This design comes from an exercise in tuning for small area on the open sky130 flow, not from production work.
Only simulation tests tie the RTL to the original design; equivalence was not proved.
No driver is modelled on the clock port, so clocking that relies on it looks cheaper here than on a real chip.
Power and IR drop assume default switching activity.

$ cat flow/flow/run.sh
#!/bin/bash
# Standard ORFS layout (the standard.sh), with these changes:
#  - port buffers are buf_1 instead of the default clkdlybuf4s50_1,
#  - one tie cell drives all constant outputs,
#  - after floorplan, the combinational logic is re-mapped for area (OpenROAD restructure),
#  - CTS uses clkbuf_4 only and inserts no dummy loads,
#  - before repair_design, combinational cells go to their smallest drive strength,
#  - after CTS, clock buffers with an output slew over 100 ps become clkbuf_8.
# Each ORFS step's full log stays in orfs/logs/; make's own output goes to standard.log.
set -euo pipefail
export BUFFER_PORTS_ARGS="-buffer_cell sky130_fd_sc_hd__buf_1"
export SKIP_REPAIR_TIE_FANOUT=1
export CTS_ARGS="-sink_clustering_enable -repair_clock_nets -dont_use_dummy_load -buf_list sky130_fd_sc_hd__clkbuf_4"
export POST_FLOORPLAN_TCL="$PWD/flow/restructure.tcl"
export PRE_RESIZE_TCL="$PWD/flow/downsize.tcl"
export POST_CTS_TCL="$PWD/flow/clkbuf_upsize.tcl"
bash standard.sh > standard.log 2>&1
$ cat flow/flow/clkbuf_upsize.tcl
set db [ord::get_db]
set block [[$db getChip] getBlock]
set big [$db findMaster sky130_fd_sc_hd__clkbuf_8]
estimate_parasitics -placement
set swapped 0
foreach inst [$block getInsts] {
  set name [[$inst getMaster] getName]
  if {![string match "sky130_fd_sc_hd__clkbuf_*" $name] || $name eq "sky130_fd_sc_hd__clkbuf_8"} { continue }
  set out_net ""
  foreach iterm [$inst getITerms] {
    if {[$iterm isOutputSignal]} { set out_net [$iterm getNet] }
  }
  if {$out_net eq "" || [$out_net getSigType] ne "CLOCK"} { continue }
  set pin [get_pins -of_objects [get_cells [$inst getName]] -filter "direction==output"]
  set slew [get_property $pin slew_max]
  if {$slew > 0.100} {
    puts "clkbuf_upsize: [$inst getName] $name slew $slew -> sky130_fd_sc_hd__clkbuf_8"
    $inst swapMaster $big
    incr swapped
  }
}
if {$swapped > 0} {
  detailed_placement
  check_placement -verbose
  estimate_parasitics -placement
}
$ cat flow/flow/downsize.tcl
# Before repair_design: put every combinational cell at the smallest drive strength of its
# family (synthesis sizes for a far tighter clock than the design has); repair_design then
# upsizes wherever slew, capacitance or fanout need it.
set db [ord::get_db]
set block [[$db getChip] getBlock]
set smallest [dict create]
foreach lib [$db getLibs] {
  foreach m [$lib getMasters] {
    set n [$m getName]
    if {[regexp {^(sky130_fd_sc_hd__[a-z0-9]+)_([0-9]+)$} $n -> fam drv]} {
      set a [expr {[$m getWidth] * [$m getHeight]}]
      if {![dict exists $smallest $fam] || $a < [lindex [dict get $smallest $fam] 1]} {
        dict set smallest $fam [list $m $a]
      }
    }
  }
}
set n_swapped 0
foreach inst [$block getInsts] {
  set m [$inst getMaster]
  set n [$m getName]
  if {![regexp {^(sky130_fd_sc_hd__[a-z0-9]+)_([0-9]+)$} $n -> fam drv]} { continue }
  if {[regexp {__(df|edf|sdf|dl|clk|conb|tap|fill|decap|diode)} $n]} { continue }
  if {![dict exists $smallest $fam]} { continue }
  set best [lindex [dict get $smallest $fam] 0]
  if {[$best getName] ne $n} {
    $inst swapMaster $best
    incr n_swapped
  }
}
puts "downsize: swapped $n_swapped instances to their family's smallest cell"
$ cat flow/flow/restructure.tcl
# After floorplan: re-map the combinational logic for area with OpenROAD's restructure (ABC);
# the standard synthesis maps it for speed, and the 10 ns clock leaves ample slack.
# Registers are not touched. Afterwards one tie cell per constant value drives every constant
# load again.
set_dont_use $::env(DONT_USE_CELLS)
set rmp_dir $::env(OBJECTS_DIR)/restructure
file mkdir $rmp_dir
set lo [join $::env(TIELO_CELL_AND_PORT) /]
set hi [join $::env(TIEHI_CELL_AND_PORT) /]
# restructure's ABC reads the liberty file as it is, so give it a copy without the don't-use cells
set dont_use [dict create]
foreach c $::env(DONT_USE_CELLS) { dict set dont_use $c 1 }
set fin [open [lindex $::env(LIB_FILES) 0] r]
set fout [open $rmp_dir/lib_no_dont_use.lib w]
set skip 0
set depth 0
while {[gets $fin line] >= 0} {
  if {!$skip && [regexp {^\s*cell\s*\(\s*"?([A-Za-z0-9_]+)"?\s*\)} $line -> cname] && [dict exists $dont_use $cname]} {
    set skip 1
    set depth 0
  }
  if {$skip} {
    incr depth [expr {[string length $line] - [string length [string map {"\{" ""} $line]]}]
    incr depth [expr {[string length [string map {"\}" ""} $line]] - [string length $line]}]
    if {$depth <= 0 && [string first "\}" $line] >= 0} { set skip 0 }
    continue
  }
  puts $fout $line
}
close $fin
close $fout

report_design_area
restructure -target area -liberty_file $rmp_dir/lib_no_dont_use.lib \
  -tielo_port $lo -tiehi_port $hi -work_dir $rmp_dir -abc_logfile $rmp_dir/abc.log
report_design_area

# merge tie cells: keep the first tie cell of each kind, move every load of the others to it
set block [ord::get_db_block]
set keep [dict create]
foreach inst [$block getInsts] {
  set master [$inst getMaster]
  if {[$master getName] ne [lindex $::env(TIELO_CELL_AND_PORT) 0]} { continue }
  foreach iterm [$inst getITerms] {
    if {![$iterm isOutputSignal]} { continue }
    set net [$iterm getNet]
    if {$net eq "NULL" || $net eq ""} { continue }
    set port [[$iterm getMTerm] getName]
    if {![dict exists $keep $port]} {
      dict set keep $port $net
      continue
    }
    set knet [dict get $keep $port]
    foreach load [$net getITerms] {
      if {[$load isOutputSignal]} { continue }
      $load disconnect
      $load connect $knet
    }
    foreach bt [$net getBTerms] {
      # a constant output port: the kept net takes it over
      $bt disconnect
      $bt connect $knet
    }
  }
}
set removed 0
foreach inst [$block getInsts] {
  if {[[$inst getMaster] getName] ne [lindex $::env(TIELO_CELL_AND_PORT) 0]} { continue }
  set used 0
  foreach iterm [$inst getITerms] {
    if {[$iterm isOutputSignal] && [$iterm getNet] ne "NULL" && [$iterm getNet] ne ""} {
      set n [$iterm getNet]
      if {[llength [$n getITerms]] > 1 || [llength [$n getBTerms]] > 0} { set used 1 }
    }
  }
  if {!$used} {
    foreach iterm [$inst getITerms] {
      set n [$iterm getNet]
      if {$n ne "NULL" && $n ne ""} {
        $iterm disconnect
        if {[llength [$n getITerms]] == 0 && [llength [$n getBTerms]] == 0} { odb::dbNet_destroy $n }
      }
    }
    odb::dbInst_destroy $inst
    incr removed
  }
}
puts "restructure: removed $removed extra tie cells"
report_design_area
$ cat flow/standard.sh
#!/bin/bash
# synth_recipe.tcl (not shown) runs the flow's synth.tcl, then flattens the netlist and writes it again
# the make line also repeats each setting of config.mk as NAME=value (left out here)
make -C /OpenROAD-flow-scripts/flow DESIGN_CONFIG=/design/flow/config.mk WORK_HOME=/design/flow/orfs CLKGATE_MAP_FILE= SYNTH_SCRIPT=/design/flow/synth_recipe.tcl "${@:-finish}"
$ cat flow/config.mk
export PLATFORM = sky130hd
export DESIGN_NAME = obi_spi
export DESIGN_NICKNAME = obi_spi
export VERILOG_FILES = /design/flow/design.v
export SDC_FILE = /design/flow/constraint.sdc
export NUM_CORES = 4
export LEC_CHECK = 0
export CAP_MARGIN = 20
export CORE_MARGIN = 2
export CORE_UTILIZATION = 40
export SLEW_MARGIN = 20
$ cat flow/constraint.sdc
create_clock -name core_clock -period 10.0 [get_ports {clk_i}]
set_input_delay 2.0000 -clock core_clock [delete_from_list [all_inputs] [get_ports {clk_i}]]
set_output_delay 2.0000 -clock core_clock [all_outputs]
set_load 0.01 [all_outputs]
$ cat flow/design.v
module register
#(
  parameter int WORD_WIDTH = 1,
  parameter logic [WORD_WIDTH-1:0] RESET_VALUE = 0
)
(
  input  logic                  clk,
  input  logic                  rstn,
  input  logic                  ce,    
  input  logic [WORD_WIDTH-1:0] in,
  output logic [WORD_WIDTH-1:0] out
);
  always_ff @(posedge clk) begin
    if (~rstn)
      out <= RESET_VALUE;
    else if (ce)
      out <= in;
  end
endmodule
module counter #(
    parameter int WORD_WIDTH = 32,
    parameter logic [WORD_WIDTH-1:0] RESET_VALUE = 0
)(
    input  logic clk,
    input  logic rstn,
    input  logic ce,
    output logic [WORD_WIDTH-1:0] count
);
    logic [WORD_WIDTH-1:0] plus_one;
    register #(
        .WORD_WIDTH (WORD_WIDTH),
        .RESET_VALUE(RESET_VALUE)
    ) rvfi_order_reg (
        .clk (clk),
        .rstn(rstn),
        .ce  (ce),
        .in  (plus_one),
        .out (count)
    );
    assign plus_one = count + 1'b1;
endmodule
module shift_register
#(
  parameter int WORD_WIDTH = 1,
  parameter logic [WORD_WIDTH-1:0] RESET_VALUE = 0
)
(
  input  logic                  clk,
  input  logic                  rstn,
  input  logic                  ce,
  input  logic                  in,
  output logic [WORD_WIDTH-1:0] out
);
  register #(.WORD_WIDTH(WORD_WIDTH), .RESET_VALUE(RESET_VALUE))
  shift_register_inst(
    .clk  (clk),
    .rstn (rstn),
    .ce   (ce),
    .in   ({out[WORD_WIDTH-2:0], in}),
    .out  (out)
  );
endmodule
module obi_spi #(
  parameter int unsigned ADDR_WIDTH = 32,
  parameter int unsigned DATA_WIDTH = 32,
  parameter int unsigned NUM_SLAVES = 4
) (
  input logic clk_i,
  input logic rstn_i,
  input   logic                     obi_areq_i,
  output  logic                     obi_agnt_o,
  input   logic [ADDR_WIDTH-1:0]    obi_aaddr_i,
  input   logic [DATA_WIDTH-1:0]    obi_awdata_i,
  input   logic                     obi_awe_i,
  input   logic [DATA_WIDTH/8-1:0]  obi_abe_i,
  output  logic                     obi_rvalid_o,
  input   logic                     obi_rready_i,
  output  logic [DATA_WIDTH-1:0]    obi_rdata_o,
  output  logic                     obi_rerr_o,
  output  logic [NUM_SLAVES-1 : 0]  spi_ss_o,
  output  logic                     spi_sclk_o,
  output  logic                     spi_mosi_o,
  input   logic                     spi_miso_i,
  output  logic                     complete_o
);
  logic [7:0]  tx_q, rx_q;
  logic [15:0] div_q;
  logic [3:0]  ssn_q;         
  logic        complete_q;
  logic        w_q, r_q, done_q;
  logic [2:0]  idx_q;         
  logic        idx8_q;        
  logic [15:0] cnt_q;         
  logic        sclk_q, sclk_prev_q;
  logic        rvalid_q;
  logic [7:0]  rdata_lo_q;
  logic        rdata_div_q;
  logic addr_ok, a_tx, a_rx, a_div, a_ss, a_ctrl;
  assign addr_ok = ~|obi_aaddr_i[31:5] & ~|obi_aaddr_i[1:0];
  assign a_tx   = addr_ok & (obi_aaddr_i[4:2] == 3'd0);
  assign a_rx   = addr_ok & (obi_aaddr_i[4:2] == 3'd1);
  assign a_div  = addr_ok & (obi_aaddr_i[4:2] == 3'd2);
  assign a_ss   = addr_ok & (obi_aaddr_i[4:2] == 3'd3);
  assign a_ctrl = addr_ok & (obi_aaddr_i[4:2] == 3'd4);
  logic spi_idle, busy, wr, wr_idle;
  assign spi_idle = ~w_q & ~r_q;
  assign busy     = (w_q | r_q) & ~done_q;
  assign wr       = obi_areq_i & ~rvalid_q & obi_awe_i & obi_abe_i[0];
  assign wr_idle  = wr & spi_idle;
  assign obi_agnt_o   = ~rvalid_q;
  assign obi_rvalid_o = rvalid_q;
  assign obi_rerr_o   = 1'b0;
  always_ff @(posedge clk_i) begin
    if (~rstn_i) rvalid_q <= 1'b0;
    else rvalid_q <= rvalid_q ? ~obi_rready_i : obi_areq_i;
  end
  logic [15:0] div_d;
  assign div_d = (wr_idle & a_div) ? obi_awdata_i[15:0] : div_q;
  always_ff @(posedge clk_i) begin
    if (~rstn_i) begin
      tx_q  <= '0;
      div_q <= '0;
      ssn_q <= '1;
    end else begin
      if (wr_idle & a_tx) tx_q <= obi_awdata_i[7:0];
      div_q <= div_d;
      if (wr_idle & a_ss) ssn_q <= ~obi_awdata_i[3:0];
    end
  end
  always_ff @(posedge clk_i) begin
    if (~rstn_i) complete_q <= 1'b0;
    else if (wr & a_ctrl) complete_q <= obi_awdata_i[5];
    else if (done_q) complete_q <= 1'b1;
  end
  logic completed, start;
  assign completed = done_q & ~complete_q;
  assign start     = wr_idle & a_ctrl;
  always_ff @(posedge clk_i) begin
    if (~rstn_i | completed) begin
      w_q <= 1'b0;
      r_q <= 1'b0;
    end else begin
      if (start & obi_awdata_i[0]) w_q <= 1'b1;
      if (start & obi_awdata_i[1]) r_q <= 1'b1;
    end
  end
  always_ff @(posedge clk_i) begin
    if (~rstn_i) done_q <= 1'b0;
    else done_q <= (busy & idx8_q) | (done_q & complete_q);
  end
  logic cnt_zero, sclk_fall, sclk_rise;
  assign cnt_zero  = ~|cnt_q;
  assign sclk_fall = sclk_prev_q & ~sclk_q;
  assign sclk_rise = ~sclk_prev_q & sclk_q;
  always_ff @(posedge clk_i) begin
    if (~busy | cnt_zero) cnt_q <= div_d;
    else cnt_q <= cnt_q - 16'd1;
  end
  always_ff @(posedge clk_i) begin
    if (~rstn_i | &ssn_q) sclk_q <= 1'b0;
    else if (cnt_zero) sclk_q <= ~sclk_q;
  end
  always_ff @(posedge clk_i) begin
    if (~rstn_i) sclk_prev_q <= 1'b0;
    else sclk_prev_q <= sclk_q;
  end
  always_ff @(posedge clk_i) begin
    if (~rstn_i) begin
      idx_q  <= '0;
      idx8_q <= 1'b0;
    end else begin
      idx8_q <= sclk_fall & (&idx_q);
      if (sclk_fall) idx_q <= idx_q + 3'd1;
    end
  end
  always_ff @(posedge clk_i) begin
    if (~rstn_i) rx_q <= '0;
    else if (sclk_rise & r_q) rx_q <= {rx_q[6:0], spi_miso_i};
  end
  assign spi_ss_o   = ssn_q;
  assign spi_sclk_o = sclk_q;
  assign spi_mosi_o = w_q & ~r_q & ~done_q & ~idx8_q & tx_q[~idx_q];
  assign complete_o = complete_q;
  logic s_tx, s_rx, s_div, s_ss, s_ctrl;
  assign s_tx   = a_tx   & ~rvalid_q;
  assign s_rx   = a_rx   & ~rvalid_q;
  assign s_div  = a_div  & ~rvalid_q;
  assign s_ss   = a_ss   & ~rvalid_q;
  assign s_ctrl = a_ctrl & ~rvalid_q;
  always_ff @(posedge clk_i) begin
    rdata_lo_q <= ({8{rvalid_q}} & rdata_lo_q)
                | ({8{s_tx}}  & tx_q)
                | ({8{s_rx}}  & rx_q)
                | ({8{s_div}} & div_q[7:0])
                | ({8{s_ss}}  & {4'b0, ~ssn_q})
                | ({8{s_ctrl}} & {2'b0, complete_q, 2'b0, busy, r_q, w_q});
    rdata_div_q <= (rvalid_q & rdata_div_q) | s_div;
  end
  assign obi_rdata_o = {16'b0, {8{rdata_div_q}} & div_q[15:8], rdata_lo_q};
endmodule
==> run summary, run 1 <==
Commonest non-fill, non-tap cell in the layout: sky130_fd_sc_hd__buf_1
Via density per instance: 5.46
Number of standard cells in the layout, taps in and fillers out: 506
Vert. Die Dim: 98.7 um
Number of iterations in the first detailed-routing pass: 5
Async S/R FF share, synth: 0%
Actual transition at the worst max-transition pin: 1.09 ns
Layout Area Growth over Synthesis: -4.01%
Wire length on met1: 3570 um
Highest Signal Layer: met4
Clock period minus worst slack: 5.91 ns
Leading register cell type out of synthesis: sky130_fd_sc_hd__dfxtp_1
Floorplan die width: 98.7 um
Number of cells after detailed placement: 497
Signal arrival time at the worst endpoint: 6.08 ns
Relative slew slack: 27.3%
Die footprint: 0.00974 sq mm
Initial standard-cell utilization of the core: 41.1%
Layout cell share with drive strength beyond 1: 2.26%
Critical path peak fanout: 17
Initial antenna violation count: 0
Count of mapped cells out of synthesis: 368
Count of max-cap constraint violations: 0
Util after Layout: 39.5%
Power density of the placed cells: 136 mW/mm^2
Post-route DRC violation count: 0
CTS tree: yes
Cell area after synthesis: 0.00359 sq mm
Cell taking the most area after synthesis: sky130_fd_sc_hd__dfxtp_1
Cells taking the most area after synthesis: sky130_fd_sc_hd__dfxtp_1, sky130_fd_sc_hd__mux2i_1, sky130_fd_sc_hd__nor2b_1, sky130_fd_sc_hd__buf_4, sky130_fd_sc_hd__nand2_1
Clock transition at the register clock pins on the worst setup and hold paths after CTS: 0.08 ns
Worst-case hold slack: 0.456 ns
Accumulated negative setup slack: 0 ns
Number of top-level design ports: 116
Min-Delay Path Class: flop to flop
Congestion Overflow GR: 0
Antenna-violating nets left: 0
Final max-slew violation count: 0
Element type at the critical path start: primary input
Outcome: finished clean
Wire per inst: 15.3 um
First-pass GRT wire length: 12700 um
WL met2: 3650 um
Number of hold-slack violations in the final timing report: 0
Via count: 2761
Cell leakage power: 0.00112 uW
RSZ-0062 raised after global routing: no
Fraction of the cycle the final worst path needs: 59.1%
Final Routed Wirelength: 7770 um
FF-to-FF setup slack: 5.59 ns
Final #Nets: 474
Number of synthesized register bits: 72
Estimated wirelength of the detail-placed design: 5710 um
Number of setup violations in the final report: 0
Count of cell types in the netlist: 49
Most frequent cells in the layout: sky130_fd_sc_hd__buf_1, sky130_fd_sc_hd__dfxtp_1, sky130_fd_sc_hd__nor2_1, sky130_fd_sc_hd__clkinv_1, sky130_fd_sc_hd__o221a_1
Sequential area share after synthesis: 40.4%
Worst setup path class: primary input to flop
Detailed route wirelength on metal3: 458 um
Overall Global Routing Usage: 16.4%
DRC marker count from the first detailed-route iteration: 200
Post-synth EDFFs: 1
Final Wtd Congestion: 0.803
Place WS: 3.80 ns
Synthesized area per cell: 9.75 sq um
Number of filler cells placed in the layout: 881
Area of the core region: 0.00872 sq mm
Number of port buffers: 79
Max Clock Freq: 169 MHz
Site row count: 34
Worst IR drop on VDD: 0.0590 mV
Warning count from the yosys run: 1
Required time worst endpoint: 10.17 ns
Clock latency on the worst-skew pair: 0.35 ns
Pin count of the biggest net entering global routing: 25
Ant diodes: 0
Worst Setup End Kind: flop
Top-area cell type share of the netlist area: 39.6%
Total number of clock tree sinks: 72
Total nets after synthesis: 446
Least setup slack across all paths after layout: 4.09 ns
Worst clock skew on the final layout: 0.0311 ns
Via count of the first global-routing pass: 2564
## power by group
group | switching, uW | leakage (uW) | internal, uW
combinational | 18.5 | 0.000479 | 9.11
sequential | 1.09 | 0.000583 | 288
clock | 87.6 | 0.0000544 | 63.6
total | 107 | 0.00112 | 360
## worst max-delay path, stage by stage
cell and delay, ns:
sky130_fd_sc_hd__buf_1 0.07, sky130_fd_sc_hd__or4_1 0.52, sky130_fd_sc_hd__or4_1 0.51, sky130_fd_sc_hd__or4_1 0.50, sky130_fd_sc_hd__nor4_1 0.29, sky130_fd_sc_hd__nor2b_1 0.19, sky130_fd_sc_hd__buf_1 0.68, sky130_fd_sc_hd__clkinv_1 0.74
sky130_fd_sc_hd__a22oi_1 0.47, sky130_fd_sc_hd__o22ai_1 0.11
## area by class of cell
| class | count | area, sq um | area share (%) |
|---|---|---|---|
| Clock buffer | 9 | 98.8 | 2.87 |
| Inverter | 25 | 93.8 | 2.72 |
| Multi-Input combinational cell | 207 | 1350 | 39.1 |
| Sequential cell | 72 | 1450 | 42.1 |
| Tap cell | 108 | 135 | 3.92 |
| Timing Repair Buffer | 85 | 319 | 9.26 |
## synthesized netlist by cell type (3+ instances only)
cell	instances
sky130_fd_sc_hd__xnor2_1	9
sky130_fd_sc_hd__inv_1	7
sky130_fd_sc_hd__nand3b_1	3
sky130_fd_sc_hd__a21oi_1	4
sky130_fd_sc_hd__nand2b_1	3
sky130_fd_sc_hd__nor4_4	3
sky130_fd_sc_hd__clkbuf_1	10
sky130_fd_sc_hd__mux4_2	3
sky130_fd_sc_hd__buf_2	3
sky130_fd_sc_hd__o21a_1	3
sky130_fd_sc_hd__buf_4	18
sky130_fd_sc_hd__mux2_2	4
sky130_fd_sc_hd__xor2_1	6
sky130_fd_sc_hd__and2_1	11
sky130_fd_sc_hd__o21ai_0	15
sky130_fd_sc_hd__nor2b_1	32
sky130_fd_sc_hd__nor4b_1	3
sky130_fd_sc_hd__nand2_1	34
sky130_fd_sc_hd__nor3_1	4
sky130_fd_sc_hd__nand4_1	3
sky130_fd_sc_hd__or3_1	3
sky130_fd_sc_hd__ha_1	4
sky130_fd_sc_hd__mux2i_1	59
sky130_fd_sc_hd__nor2_1	17
sky130_fd_sc_hd__dfxtp_1	71
sky130_fd_sc_hd__nor4_1	8
## stage by stage
| stage | power (uW) | instance area, sq um |
|---|---|---|
| 2_1_floorplan | 316 | 3590 |
| 3_3_place_gp | 323 | 3370 |
| 3_5_place_dp | 323 | 3350 |
| 5_1_grt | 489 | 3440 |
| 6_report | 468 | 3440 |
## final timing paths
kind	startpoint	cells after the start	endpoint
setup / recovery	obi_aaddr_i[22]	10	cnt_q[7]
hold / removal	rdata_lo_q[6]	2	rdata_lo_q[6]
hold reg to reg	rdata_lo_q[6]	2	rdata_lo_q[6]
setup reg to reg	cnt_q[0]	14	cnt_q[7]
## flip-flops by register name, summed over array words and instances (netlist names), named ones only
signal,count
rx_q,8
cnt_q,16
idx8_q,1
idx_q,3
sclk_q,1
div_q,16
rvalid_q,1
ssn_q,4
r_q,1
done_q,1
w_q,1
rdata_lo_q,8
tx_q,8
complete_q,1
sclk_prev_q,1
## logic make-up (layout without fill, tap and decap cells)
family	after synthesis	in the layout	share of synthesized area [%]
AO/OA/AOI/OAI	30	117	5.13
XOR/XNOR	15	0	3.66
adder cells (fa/ha/maj)	4	0	1.39
buffers and inverters	40	119	6.38
flip-flops	72	72	40.4
multiplexers	66	0	19.6
other	1	1	0.105
AND/OR/NAND/NOR	140	89	23.3
## per-layer routing
metal / global-route usage (%) / up-vias
li1: - / 1376
met4: 5.80 / 0
met3: 4.26 / 6
met2: 25.3 / 76
met5: 0 / -
met1: 22.3 / 1303
==> run 2: changes to the inputs <==
--- a/flow/flow/run.sh
+++ b/flow/flow/run.sh
@@ -5,7 +5,7 @@
 #  - after floorplan, the combinational logic is re-mapped for area (OpenROAD restructure),
 #  - CTS uses clkbuf_4 only and inserts no dummy loads,
 #  - before repair_design, combinational cells go to their smallest drive strength,
-#  - after CTS, clock buffers with an output slew over 100 ps become clkbuf_8.
+#  - after CTS, clock buffers with an output slew over 110 ps become clkbuf_8.
 # Each ORFS step's full log stays in orfs/logs/; make's own output goes to standard.log.
 set -euo pipefail
 export BUFFER_PORTS_ARGS="-buffer_cell sky130_fd_sc_hd__buf_1"
--- a/flow/flow/clkbuf_upsize.tcl
+++ b/flow/flow/clkbuf_upsize.tcl
@@ -13,7 +13,7 @@
   if {$out_net eq "" || [$out_net getSigType] ne "CLOCK"} { continue }
   set pin [get_pins -of_objects [get_cells [$inst getName]] -filter "direction==output"]
   set slew [get_property $pin slew_max]
-  if {$slew > 0.100} {
+  if {$slew > 0.110} {
     puts "clkbuf_upsize: [$inst getName] $name slew $slew -> sky130_fd_sc_hd__clkbuf_8"
     $inst swapMaster $big
     incr swapped
--- a/flow/config.mk
+++ b/flow/config.mk
@@ -5,7 +5,7 @@
 export SDC_FILE = /design/flow/constraint.sdc
 export NUM_CORES = 4
 export LEC_CHECK = 0
-export CAP_MARGIN = 20
+export CAP_MARGIN = 10
 export CORE_MARGIN = 2
 export CORE_UTILIZATION = 40
-export SLEW_MARGIN = 20
+export SLEW_MARGIN = 10
==> run 2 against run 1 <==
Non-clock buffer count unchanged. Register-to-register slack got worse by 0.05 ns. Combinational power about the same. First-iteration DRC count decreased by 2.0%. Wire length decreased by 0.52%. Hold slack about the same. Clock power decreased by 5%. Critical path depth unchanged. Core utilization decreased by 0.14 points. Fmax decreased by 0.31%. Sequential share of layout area increased by 0.15 points. Critical path type unchanged. Largest power group unchanged. Highest routed layer unchanged.
==> run summary, run 2 <==
Async S/R FF share, synth: 0%
Number of hold-slack violations in the final timing report: 0
Layout cell share with drive strength beyond 1: 2.26%
Cells taking the most area after synthesis: sky130_fd_sc_hd__dfxtp_1, sky130_fd_sc_hd__mux2i_1, sky130_fd_sc_hd__nor2b_1, sky130_fd_sc_hd__buf_4, sky130_fd_sc_hd__nand2_1
Power density of the placed cells: 134 mW/mm^2
Highest Signal Layer: met4
Total nets after synthesis: 446
Fraction of the cycle the final worst path needs: 59.3%
Count of max-cap constraint violations: 0
Hold path depth: 2
Vert. Die Dim: 98.7 um
Kind of cell with the highest combined delay on the critical path: simple AND/OR/NAND/NOR gates
Ant diodes: 0
Initial standard-cell utilization of the core: 41.1%
Cell area after synthesis: 0.00359 sq mm
Required time worst endpoint: 10.17 ns
Critical path peak fanout: 17
Wire length on met1: 3540 um
Most frequent cells in the layout: sky130_fd_sc_hd__buf_1, sky130_fd_sc_hd__dfxtp_1, sky130_fd_sc_hd__nor2_1, sky130_fd_sc_hd__clkinv_1, sky130_fd_sc_hd__o221a_1
Worst clock skew on the final layout: 0.0294 ns
Startpoint of the worst register-to-register path: cnt_q[0]
Top-area cell type share of the netlist area: 39.6%
Clock period minus worst slack: 5.93 ns
Worst Setup End Kind: flop
Overall Global Routing Usage: 16.5%
Die footprint: 0.00974 sq mm
Commonest non-fill, non-tap cell in the layout: sky130_fd_sc_hd__buf_1
Via density per instance: 5.39
Max stage delay on crit path: 0.76 ns
Min-Delay Path Class: flop to flop
FF-to-FF setup slack: 5.54 ns
Number of cells after detailed placement: 497
Estimated wirelength of the detail-placed design: 5710 um
Clock latency on the worst-skew pair: 0.35 ns
Warning count from the yosys run: 1
Cell leakage power: 0.00111 uW
Worst setup path class: primary input to flop
Pin count of the biggest net entering global routing: 25
Floorplan die width: 98.7 um
Hold Crit Endpoint: rdata_lo_q[6]
First-pass GRT wire length: 12800 um
Cell with the largest stage delay on the worst path: sky130_fd_sc_hd__clkinv_1
Worst-case hold slack: 0.456 ns
Signal arrival time at the worst endpoint: 6.10 ns
Final Routed Wirelength: 7730 um
Top cell by count, worst path: sky130_fd_sc_hd__or4_1
Via count: 2728
Total number of clock tree sinks: 72
Post-synth EDFFs: 1
Synthesized area per cell: 9.75 sq um
Congestion Overflow GR: 0
Detailed route wirelength on metal3: 428 um
Via count of the first global-routing pass: 2559
Cell types with the highest counts after synthesis: sky130_fd_sc_hd__dfxtp_1, sky130_fd_sc_hd__mux2i_1, sky130_fd_sc_hd__nand2_1
Launch point of the worst hold path: rdata_lo_q[6]
Number of synthesized register bits: 72
Area of the core region: 0.00872 sq mm
Top flop regs: cnt_q x16, div_q x16
Path depth of the worst reg2reg path: 14
Outcome: finished clean
WL met2: 3630 um
Relative slew slack: 30.6%
Accumulated negative setup slack: 0 ns
Worst-path cell chain: buf_1 > or4_1 > or4_1 > or4_1 > nor4_1 > nor2b_1 > buf_1 > clkinv_1 > a22oi_1 > o22ai_1
Post-route DRC violation count: 0
Final #Nets: 474
Number of standard cells in the layout, taps in and fillers out: 506
Site row count: 34
Worst IR drop on VDD: 0.0588 mV
Number of port buffers: 79
Element type at the critical path start: primary input
Number of setup violations in the final report: 0
Leading register cell type out of synthesis: sky130_fd_sc_hd__dfxtp_1
Sequential area share after synthesis: 40.4%
Number of iterations in the first detailed-routing pass: 4
Final Wtd Congestion: 0.803
CTS tree: yes
Count of cell types in the netlist: 49
Actual transition at the worst max-transition pin: 1.04 ns
Final max-slew violation count: 0
DRC marker count from the first detailed-route iteration: 196
RSZ-0062 raised after global routing: no
Clock transition at the register clock pins on the worst setup and hold paths after CTS: 0.08 ns
Wire per inst: 15.3 um
Leading cell type by number of instances after synthesis: sky130_fd_sc_hd__dfxtp_1
Cell taking the most area after synthesis: sky130_fd_sc_hd__dfxtp_1
Antenna-violating nets left: 0
Initial antenna violation count: 0
R2r endpoint: cnt_q[7]
Count of mapped cells out of synthesis: 368
WP buf/inv: 3
Max Clock Freq: 169 MHz
Layout Area Growth over Synthesis: -4.36%
Number of top-level design ports: 116
-- run 2: cell counts after synthesis --
Identical to the previous run, type by type.
-- run 2: area by class of cell --
class,count,area (sq um)
fill,884,5290
tap,108,135
clock buffer,9,86.3
inverter,25,93.8
sequential,72,1450
timing repair buffer,85,319
multi-input combinational,207,1350
-- run 2: worst min-delay path, stage by stage, from the launching register on --
cell,delay [ns]
sky130_fd_sc_hd__dfxtp_1,0.33
sky130_fd_sc_hd__nand2_1,0.04
sky130_fd_sc_hd__o21ai_0,0.05
-- run 2: routing by layer --
layer	global-route usage, %	up-vias
met2	25.2	56
met3	4.89	11
met1	22.3	1287
met5	0	-
li1	-	1374
met4	5.80	0
-- run 2: kinds of logic (layout without fill, tap and decap cells) --
group           count (synthesis)  after routing  synth area share, %
other cells                     1              1                0.105
simple gates                  140             89                 23.3
compound gates                 30            117                 5.13
fa+ha+maj                       4              0                 1.39
xor+xnor                       15              0                 3.66
mux                            66              0                 19.6
buf+inv                        40            119                 6.38
flops                          72             72                 40.4
-- run 2: worst max path at each step --
stage / startpoint / end / cells past startpoint / slack (ns)
after floorplan: obi_aaddr_i[21] / ssn_q[0] / 6 / 6.33
after global placement: obi_aaddr_i[22] / cnt_q[7] / 10 / 4.58
final: obi_aaddr_i[22] / cnt_q[7] / 10 / 4.07
after global routing: obi_aaddr_i[22] / cnt_q[7] / 10 / 3.65
after detailed placement: obi_aaddr_i[26] / cnt_q[7] / 10 / 3.80
-- run 2: metrics by stage --
stage                     instance area, sq um  worst slack, ns  utilization (%)  total power (uW)
after detailed placement                  3350             3.80             38.4               323
after floorplan                           3590             6.33                -               316
after global routing                      3430             3.65             39.4               480
after global placement                    3370             4.58             38.6               323
final                                     3430             4.07             39.4               459
-- run 2: power by group --
part	switching, uW	internal (uW)	leakage [uW]
Clock	87.7	55.1	0.0000492
Sequential	1.09	288	0.000583
Combinational	18.2	9.11	0.000479
==> run 3: changes to the inputs <==
--- a/flow/config.mk
+++ b/flow/config.mk
@@ -5,7 +5,7 @@
 export SDC_FILE = /design/flow/constraint.sdc
 export NUM_CORES = 4
 export LEC_CHECK = 0
-export CAP_MARGIN = 10
+export CAP_MARGIN = 0
 export CORE_MARGIN = 2
 export CORE_UTILIZATION = 40
-export SLEW_MARGIN = 10
+export SLEW_MARGIN = 0
==> run 3 against run 2 <==
Final cell count is the same. Area after synthesis is the same. First-iteration DRC count is the same. Sequential share of layout area is the same. Sequential power is essentially flat. Die area is the same. Total power is the same. Sequential cell count is the same. Register-to-register slack is essentially flat. Critical path depth is the same. Critical endpoint unchanged. Largest cell class unchanged.
==> run summary, run 3 <==
Outcome: finished clean
Worst clock skew on the final layout: 0.0294 ns
Leading cell type by number of instances after synthesis: sky130_fd_sc_hd__dfxtp_1
Overall Global Routing Usage: 16.5%
Post-route DRC violation count: 0
Min-Delay Path Class: flop to flop
Fraction of the cycle the final worst path needs: 59.3%
Worst IR drop on VDD: 0.0588 mV
Synthesized area per cell: 9.75 sq um
Area taken by flip-flops and latches: 0.00145 sq mm
WP buf/inv: 3
Element type at the critical path start: primary input
RSZ-0062 raised after global routing: no
Least setup slack across all paths after layout: 4.07 ns
Final Routed Wirelength: 7730 um
Accumulated negative setup slack: 0 ns
Cells taking the most area after synthesis: sky130_fd_sc_hd__dfxtp_1, sky130_fd_sc_hd__mux2i_1, sky130_fd_sc_hd__nor2b_1, sky130_fd_sc_hd__buf_4, sky130_fd_sc_hd__nand2_1
Area taken by multi-input logic gates: 0.00135 sq mm
Vert. Die Dim: 98.7 um
Critical path peak fanout: 17
Antenna-violating nets left: 0
Async S/R FF share, synth: 0%
Total nets after synthesis: 446
Required time worst endpoint: 10.17 ns
Util after Layout: 39.4%
Floorplan die width: 98.7 um
Via count of the first global-routing pass: 2559
Post-synth EDFFs: 1
Ant diodes: 0
Initial antenna violation count: 0
Actual transition at the worst max-transition pin: 1.04 ns
Most frequent cells in the layout: sky130_fd_sc_hd__buf_1, sky130_fd_sc_hd__dfxtp_1, sky130_fd_sc_hd__nor2_1, sky130_fd_sc_hd__clkinv_1, sky130_fd_sc_hd__o221a_1
CTS tree: yes
Final #Nets: 474
Number of filler cells placed in the layout: 884
Number of hold-slack violations in the final timing report: 0
Signal arrival time at the worst endpoint: 6.10 ns
Worst Setup End Kind: flop
Max Clock Freq: 169 MHz
Number of setup violations in the final report: 0
Cell taking the most area after synthesis: sky130_fd_sc_hd__dfxtp_1
Number of synthesized register bits: 72
Via count: 2728
Final Wtd Congestion: 0.803
Count of mapped cells out of synthesis: 368
Number of port buffers: 79
Power density of the placed cells: 134 mW/mm^2
Count of cell types in the netlist: 49
DRC marker count from the first detailed-route iteration: 196
Site row count: 34
Congestion Overflow GR: 0
Layout Area Growth over Synthesis: -4.36%
Clock transition at the register clock pins on the worst setup and hold paths after CTS: 0.08 ns
Number of iterations in the first detailed-routing pass: 4
Initial standard-cell utilization of the core: 41.1%
Top-area cell type share of the netlist area: 39.6%
Design Power: 459 uW
Max stage delay on crit path: 0.76 ns
Estimated wirelength of the detail-placed design: 5710 um
Cell types with the highest counts after synthesis: sky130_fd_sc_hd__dfxtp_1, sky130_fd_sc_hd__mux2i_1, sky130_fd_sc_hd__nand2_1
Commonest non-fill, non-tap cell in the layout: sky130_fd_sc_hd__buf_1
Relative slew slack: 30.6%
Total number of clock tree sinks: 72
Sequential area share after synthesis: 40.4%
Wire per inst: 15.3 um
Worst-path cell chain: buf_1 > or4_1 > or4_1 > or4_1 > nor4_1 > nor2b_1 > buf_1 > clkinv_1 > a22oi_1 > o22ai_1
Area of the core region: 0.00872 sq mm
Warning count from the yosys run: 1
Count of max-cap constraint violations: 0
Top flop regs: cnt_q x16, div_q x16
First-pass GRT wire length: 12800 um
Cell area after synthesis: 0.00359 sq mm
Top cell by count, worst path: sky130_fd_sc_hd__or4_1
Leading register cell type out of synthesis: sky130_fd_sc_hd__dfxtp_1
Place WS: 3.80 ns
Die footprint: 0.00974 sq mm
Cell leakage power: 0.00111 uW
Clock latency on the worst-skew pair: 0.35 ns
Kind of cell with the highest combined delay on the critical path: simple AND/OR/NAND/NOR gates
Via density per instance: 5.39
Cell with the largest stage delay on the worst path: sky130_fd_sc_hd__clkinv_1
Pin count of the biggest net entering global routing: 25
Worst setup path class: primary input to flop
Layout cell share with drive strength beyond 1: 2.26%
Clock period minus worst slack: 5.93 ns
Number of top-level design ports: 116
Final max-slew violation count: 0
[run 3: cell counts in the layout (fill, tap and decap cells not counted)]
Identical to the previous run, type by type.
[run 3: kinds of logic (layout without fill, tap and decap cells)]
kind of cell	after synthesis	count (layout)	share of synthesized area, %
compound gates	30	117	5.13
xor+xnor	15	0	3.66
fa+ha+maj	4	0	1.39
buf+inv	40	119	6.38
flops	72	72	40.4
mux	66	0	19.6
other cells	1	1	0.105
simple gates	140	89	23.3
[run 3: per-layer routing]
layer | part of all wire, % | GRT usage (%)
met3 | 5.5 | 4.89
met1 | 46 | 22.3
met2 | 47 | 25.2
met5 | 0 | 0
met4 | 1.7 | 5.80
[run 3: path summary, 6_finish.rpt]
path | startpoint | to | slack, ns | cells after the start
hold reg to reg | rdata_lo_q[6] | rdata_lo_q[6] | 0.46 | 2
hold / removal | rdata_lo_q[6] | rdata_lo_q[6] | 0.46 | 2
setup / recovery | obi_aaddr_i[22] | cnt_q[7] | 4.07 | 10
setup reg to reg | cnt_q[0] | cnt_q[7] | 5.54 | 14
[run 3: power by group]
part	switching, uW	leakage [uW]	total, uW	internal [uW]
Clock	87.7	0.0000492	143	55.1
Combinational	18.2	0.000479	27.3	9.11
Sequential	1.09	0.000583	289	288
Total	107	0.00111	459	352
[run 3: final cells by class]
type | instances | share of cell area, %
flip-flops and latches | 72 | 42.3
inverters | 25 | 2.73
clock buffers | 9 | 2.52
repair buffers | 85 | 9.30
well taps | 108 | 3.94
multi-input cells | 207 | 39.2
[run 3: worst min-delay path: stages, from the launching register on]
cell and delay [ns]:
sky130_fd_sc_hd__dfxtp_1 0.33, sky130_fd_sc_hd__nand2_1 0.04, sky130_fd_sc_hd__o21ai_0 0.05
[run 3: per-stage QoR]
| stage | std cells | cell area (sq um) | hold WS (ns) |
|---|---|---|---|
| 2_1_floorplan | 368 | 3590 | 0.440 |
| 3_3_place_gp | 497 | 3370 | 0.436 |
| 3_5_place_dp | 497 | 3350 | 0.441 |
| 5_1_grt | 506 | 3430 | 0.480 |
| 6_report | 506 | 3430 | 0.456 |
==> run 4: changes to the inputs <==
--- a/flow/config.mk
+++ b/flow/config.mk
@@ -5,7 +5,8 @@
 export SDC_FILE = /design/flow/constraint.sdc
 export NUM_CORES = 4
 export LEC_CHECK = 0
-export CAP_MARGIN = 0
+export CAP_MARGIN = 20
 export CORE_MARGIN = 2
 export CORE_UTILIZATION = 40
-export SLEW_MARGIN = 0
+export GPL_TIMING_DRIVEN = 0
+export SLEW_MARGIN = 20
==> run 4 against run 3 <==
Still clean on timing, DRC and antenna. Final cell count is 0.99% lower. Core utilization is 0.13 points lower. Sequential share of layout area is 0.14 points higher. Total power hardly changed. Critical path depth is 1 lower. Setup slack better by 0.38 ns. First-iteration DRC count is 9.7% lower. Critical path type unchanged. Highest routed layer unchanged.
==> run summary, run 4 <==
Via count of the first global-routing pass: 2582
Area of the core region: 0.00872 sq mm
Accumulated negative setup slack: 0 ns
Met1 layer usage reported by global route: 21.2%
Congestion Overflow GR: 0
Net switching fraction of the power: 23.4%
Number of cells after detailed placement: 491
Clock period minus worst slack: 5.55 ns
First-pass GRT wire length: 12400 um
Async S/R FF share, synth: 0%
Estimated wirelength of the detail-placed design: 5590 um
RSZ-0062 raised after global routing: no
Cell types with the highest counts after synthesis: sky130_fd_sc_hd__dfxtp_1, sky130_fd_sc_hd__mux2i_1, sky130_fd_sc_hd__nand2_1
Via count: 2694
Fraction of the cycle the final worst path needs: 55.5%
Final design area excluding fillers: 0.00342 sq mm
Die footprint: 0.00974 sq mm
Pin count of the biggest net entering global routing: 25
Final Routed Wirelength: 7520 um
Number of filler cells placed in the layout: 868
Place WS: 4.05 ns
Top-area cell type share of the netlist area: 39.6%
Wire per inst: 15.0 um
Final #Nets: 469
Floorplan die width: 98.7 um
Cell area after synthesis: 0.00359 sq mm
Cell taking the most area after synthesis: sky130_fd_sc_hd__dfxtp_1
Portion of total power attributed to sequential cells: 62.9%
Worst Setup End Kind: flop
Ant diodes: 0
Share of total power in the clock network: 31.2%
Most frequent cells in the layout: sky130_fd_sc_hd__buf_1, sky130_fd_sc_hd__dfxtp_1, sky130_fd_sc_hd__nor2_1, sky130_fd_sc_hd__clkinv_1, sky130_fd_sc_hd__o221a_1
Top flop regs: cnt_q x16, div_q x16
Number of setup violations in the final report: 0
Met2 track utilization from global routing: 25.2%
Clock transition at the register clock pins on the worst setup and hold paths after CTS: 0.08 ns
Count of mapped cells out of synthesis: 368
P_int: 352 uW
Cell leakage power: 0.00111 uW
Least setup slack across all paths after layout: 4.45 ns
Critical path peak fanout: 17
Area taken by multi-input logic gates: 0.00135 sq mm
Count of cell types in the netlist: 49
Commonest non-fill, non-tap cell in the layout: sky130_fd_sc_hd__buf_1
Total nets after synthesis: 446
Synthesized area per cell: 9.75 sq um
Util after Layout: 39.2%
Most heavily used metal layer in global routing: met2
Number of hold-slack violations in the final timing report: 0
Vert. Die Dim: 98.7 um
Layout Area Growth over Synthesis: -4.67%
Power density of the placed cells: 134 mW/mm^2
Signal arrival time at the worst endpoint: 5.76 ns
Number of standard cells in the layout, taps in and fillers out: 501
Initial antenna violation count: 0
Post-synth EDFFs: 1
Total number of clock tree sinks: 72
Cells taking the most area after synthesis: sky130_fd_sc_hd__dfxtp_1, sky130_fd_sc_hd__mux2i_1, sky130_fd_sc_hd__nor2b_1, sky130_fd_sc_hd__buf_4, sky130_fd_sc_hd__nand2_1
Max Clock Freq: 180 MHz
Number of port buffers: 79
Count of max-cap constraint violations: 0
Leading cell type by number of instances after synthesis: sky130_fd_sc_hd__dfxtp_1
Final Wtd Congestion: 0.855
Leading register cell type out of synthesis: sky130_fd_sc_hd__dfxtp_1
Element type at the critical path start: primary input
Post-route DRC violation count: 0
Actual transition at the worst max-transition pin: 1.13 ns
Overall Global Routing Usage: 15.9%
CTS tree: yes
Worst IR drop on VDD: 0.0656 mV
Outcome: finished clean
Number of synthesized register bits: 72
Via density per instance: 5.38
Clock latency on the worst-skew pair: 0.34 ns
Required time worst endpoint: 10.21 ns
Area taken by flip-flops and latches: 0.00145 sq mm
Warning count from the yosys run: 1
Final max-slew violation count: 0
Worst setup path class: primary input to flop
Met3 usage in global routing: 4.33%
Site row count: 34
DRC marker count from the first detailed-route iteration: 177
Antenna-violating nets left: 0
Min-Delay Path Class: flop to flop
Number of iterations in the first detailed-routing pass: 4
Share of power burned in combinational logic: 5.9%
Initial standard-cell utilization of the core: 41.1%
Layout cell share with drive strength beyond 1: 3.05%
Relative slew slack: 24.2%
Worst clock skew on the final layout: 0.0262 ns
Power spent charging and discharging nets: 108 uW
Post-Place Cell Area: 0.00333 sq mm
Number of top-level design ports: 116
Sequential area share after synthesis: 40.4%
-- run 4: cell counts after synthesis --
No cell type changed its count.
-- run 4: through the flow --
step	power (uW)	hold slack, ns
floorplan	316	0.440
global placement	322	0.438
detailed placement	323	0.441
global route	480	0.487
finish	459	0.454
-- run 4: critical path: stages --
cell	delay, ns
sky130_fd_sc_hd__buf_1	0.07
sky130_fd_sc_hd__or4_1	0.49
sky130_fd_sc_hd__or4_1	0.53
sky130_fd_sc_hd__or4_1	0.49
sky130_fd_sc_hd__nor4_1	0.23
sky130_fd_sc_hd__nor2b_2	0.71
sky130_fd_sc_hd__clkinv_1	0.68
sky130_fd_sc_hd__a22oi_1	0.44
sky130_fd_sc_hd__a32oi_1	0.10
-- run 4: cell type report --
class,count,share of cell area [%]
multi-input cells,207,39.4
clock buffers,9,2.52
repair buffers,80,8.92
flip-flops and latches,72,42.4
well taps,108,3.95
inverters,25,2.74
-- run 4: power groups by stage --
stage | Combinational (uW) | Sequential [uW] | Clock, uW
finish | 27.3 | 289 | 143
global route | 30.6 | 289 | 161
detailed placement | 27.2 | 295 | 0
global placement | 26.8 | 295 | 0
floorplan | 20.8 | 295 | 0
-- run 4: cells by family (layout without fill, tap and decap cells) --
family                     Yosys count  count (layout)  synth area share (%)
DFF                                 72              72                  40.4
buffers and inverters               40             114                  6.38
AOI/OAI and AO/OA                   30             117                  5.13
and+or+nand+nor                    140              89                  23.3
muxes                               66               0                  19.6
adders and majority gates            4               0                  1.39
xor gates and xnor gates            15               0                  3.66
other                                1               1                 0.105
-- run 4: routing by layer --
layer  part of all wire [%]  wire, um
met5                      0         0
met4                    1.8       138
met3                    5.2       388
met2                     46      3470
met1                     47      3530
-- run 4: path summary, 6_finish.rpt --
kind                                      end            start  depth (start not counted)  slack, ns
worst min-delay path            rdata_lo_q[4]    rdata_lo_q[4]                          2       0.45
worst max-delay path                 cnt_q[5]  obi_aaddr_i[26]                          9       4.45
worst min register to register  rdata_lo_q[4]    rdata_lo_q[4]                          2       0.45
worst max register to register       cnt_q[2]         cnt_q[0]                         14       5.89

## separate check: timing with driven ports
Ports are ideal in the flow. The routed layouts listed here were re-timed in OpenROAD. Step 1, drivers: a clkbuf_16 drives clk_i and a buf_2 each remaining input, both assumed. Step 2 times the ports against the registers' clock, not the clock port: input delays grow and output delays shrink by t, the midpoint of the rising clock arrivals with the driver on. a / b / c = no drivers / after step 1 / after step 2; a / b = the first two.
| run | shift t [ns] | setup slack, ns | latest minus earliest clock arrival (ns) | worst data-port slew with drivers (ns) | cell pins on the clock port's net |
|---|---|---|---|---|---|
| run 1 | 0.360 | 4.090 / 4.097 / 3.736 | 0.032 / 0.033 | 0.05 | 1 |
| run 2 | 0.362 | 4.072 / 4.079 / 3.717 | 0.029 / 0.030 | 0.05 | 1 |
| run 3 | 0.362 | 4.072 / 4.079 / 3.717 | 0.029 / 0.030 | 0.05 | 1 |
| run 4 | 0.361 | 4.449 / 4.459 / 4.098 | 0.027 / 0.026 | 0.05 | 1 |
After both steps setup and hold are still met in every run listed.
